Source: an optimization exercise on an open RTL-to-GDS flow (aim: small area). Production flows keep margins and buffers that such runs may drop. Only simulation tests tie the RTL to the original design; equivalence was not proved. Power figures rest on the tool's default switching activity, not on a simulated workload.

## build 90
## riscv_final
module riscv_final(clk, rst, instruction, ALUResult, dReadData, PC, dAddress,
    dWriteData, MemRead, MemWrite, WriteBackData, iMemRead);
For scale: roughly 4600 cells after synthesis, about 1200 flip-flops, roughly 230 I/O pins, ~0.058 mm^2 of cells after synthesis.
export LEC_CHECK = 0
export CAP_MARGIN = 5
export CORE_MARGIN = 2
export CORE_UTILIZATION = 40
export CTS_BUF_LIST = sky130_fd_sc_hd__clkbuf_8
export CTS_CLUSTER_DIAMETER = 60
export CTS_CLUSTER_SIZE = 14
export SETUP_SLACK_MARGIN = 0.1
export SLEW_MARGIN = 5
create_clock -name core_clock -period 11.0 [get_ports {clk}]
standard.sh (not shown) runs the stock make flow with config.mk's settings and CLKGATE_MAP_FILE= SYNTH_SCRIPT=/design/flow/synth_recipe.tcl, a recipe that flattens the netlist after the stock synthesis.
==> flow/flow/run.sh <==
#!/bin/bash
# Layout flow: the standard flow, with synthesis mapped by an area
# oriented ABC script (flow/abc_area.script) instead of ORFS's speed script.
# Ports are buffered with the smallest buffer.
set -euo pipefail
W=$(pwd)
{ head -n 1 synth_recipe.tcl; cat flow/synth_hook.tcl; tail -n +2 synth_recipe.tcl; } > my_synth.tcl
sed "s#SYNTH_SCRIPT=[^ ]*#SYNTH_SCRIPT=$W/my_synth.tcl#" standard.sh > my_standard.sh
export MY_ABC_SCRIPT=$W/flow/abc_area.script
bash my_standard.sh synth > synth.log 2>&1
bash standard.sh BUFFER_PORTS_ARGS="-buffer_cell sky130_fd_sc_hd__buf_1" finish > layout.log 2>&1
==> flow/flow/abc_area.script <==
strash
&get -n
&st
&dch
&nf
&put
==> flow/flow/synth_hook.tcl <==
# Inserted after the first line of the standard flow's synthesis script: once ORFS's
# synthesis preamble has set up the ABC arguments, swap the ABC script for
# the one in MY_ABC_SCRIPT. Everything else (registers, their names and
# cell types, flattening, renaming) is the standard synthesis.
rename source _bench_source
proc source {args} {
  set r [uplevel 1 [list _bench_source {*}$args]]
  if {[string match *synth_preamble.tcl [lindex $args end]] && [info exists ::env(MY_ABC_SCRIPT)]} {
    set i [lsearch -exact $::abc_args -script]
    lset ::abc_args [expr {$i + 1}] $::env(MY_ABC_SCRIPT)
    puts "abc script replaced: $::abc_args"
  }
  return $r
}
Build 90 | status: complete | timing, DRC, antenna: pass
What build 23 does differently from build 90 at the input level:
Settings: a change of CTS_CLUSTER_SIZE from 14 to 12; a deleted SETUP_SLACK_MARGIN that had been 0.1; a change of CTS_CLUSTER_DIAMETER from 60 to 50.
Notes after the runs:
Looking only at number of antenna violations at the first check in global routing, and setting everything else aside, the higher value of build 90 and build 23 goes to build 90. Build 23 vs build 90 — total power per unit cell area climbed by a few percent. Utilization build 90 -> build 23: up. Max freq build 90 -> build 23: improved. Summary: with build 90 as the reference, final cell count in build 23 moved up slightly.
### build 23 -> build 65
Settings: putting SETUP_SLACK_MARGIN at 0.3 where nothing was set; swapping 12 for 16 in CTS_CLUSTER_SIZE; swapping 50 for 70 in CTS_CLUSTER_DIAMETER.
Summary of build 65 over build 23: final area now smaller; global-route track usage on met1 rose 0.29 points; clock edge transition at the registers on the reported setup and hold paths higher; number of antenna violations at the first check in global routing saw an increase; minimum hold slack went up.
Build 23 and build 65 ended up with roughly the same fraction of area in non-clock buffers.
Setup changes, build 65 to build 14
Settings: SETUP_SLACK_MARGIN now 0.15, was 0.3.
Findings:
Build 65 closes out successfully: all stages finished, all timing, DRC and antenna checks passed. Build 14: flow completed, timing, DRC and antenna clean. Build 14 and build 65 ended up with roughly the same cell area. Per the comparison of build 14 with build 65, flip-flop and latch area stayed essentially flat, hold slack roughly the same, area growth from synthesis to layout flat. On switching share of power, build 65 tracks build 14 almost exactly. Summary of build 14 over build 65: met1 usage in global routing now sits at about the same level; global-route usage held. The detailed-routing wirelength on met1 number comes out lower for build 65 vs build 14. Of build 65 and build 14, the run reporting the higher slack of the critical path was build 65. The wire length of the first global-routing pass on build 65 is in line with that on build 14.

-- afterwards: timing with drivers on the ports --
The flow's constraints put no driver on any port. The routed layouts listed below were extracted and timed again, unchanged, in two steps. Step 1 sets driving cells, clkbuf_16 on the clock port and buf_2 on the other inputs (assumed; they add their load-dependent delay and slew). Step 2 times the ports against the registers' clock, not the clock port: input delays grow and output delays shrink by t, the midpoint of the rising clock arrivals with the driver on. a / b / c = ideal ports / drivers / drivers and shift; a / b = the first two.
| run | t (ns) | setup WS [ns] | worst setup path at the end |
|---|---|---|---|
| build 90 | 0.950 | 0.195 / 0.119 / 1.068 | register to output |
| build 23 | 0.983 | 0.247 / 0.173 / 1.156 | register to output |
| build 65 | 0.952 | 0.431 / 0.356 / 1.307 | register to output |
| build 14 | 0.956 | 0.148 / 0.074 / 1.030 | register to output |
After both steps every run listed still meets setup and hold.
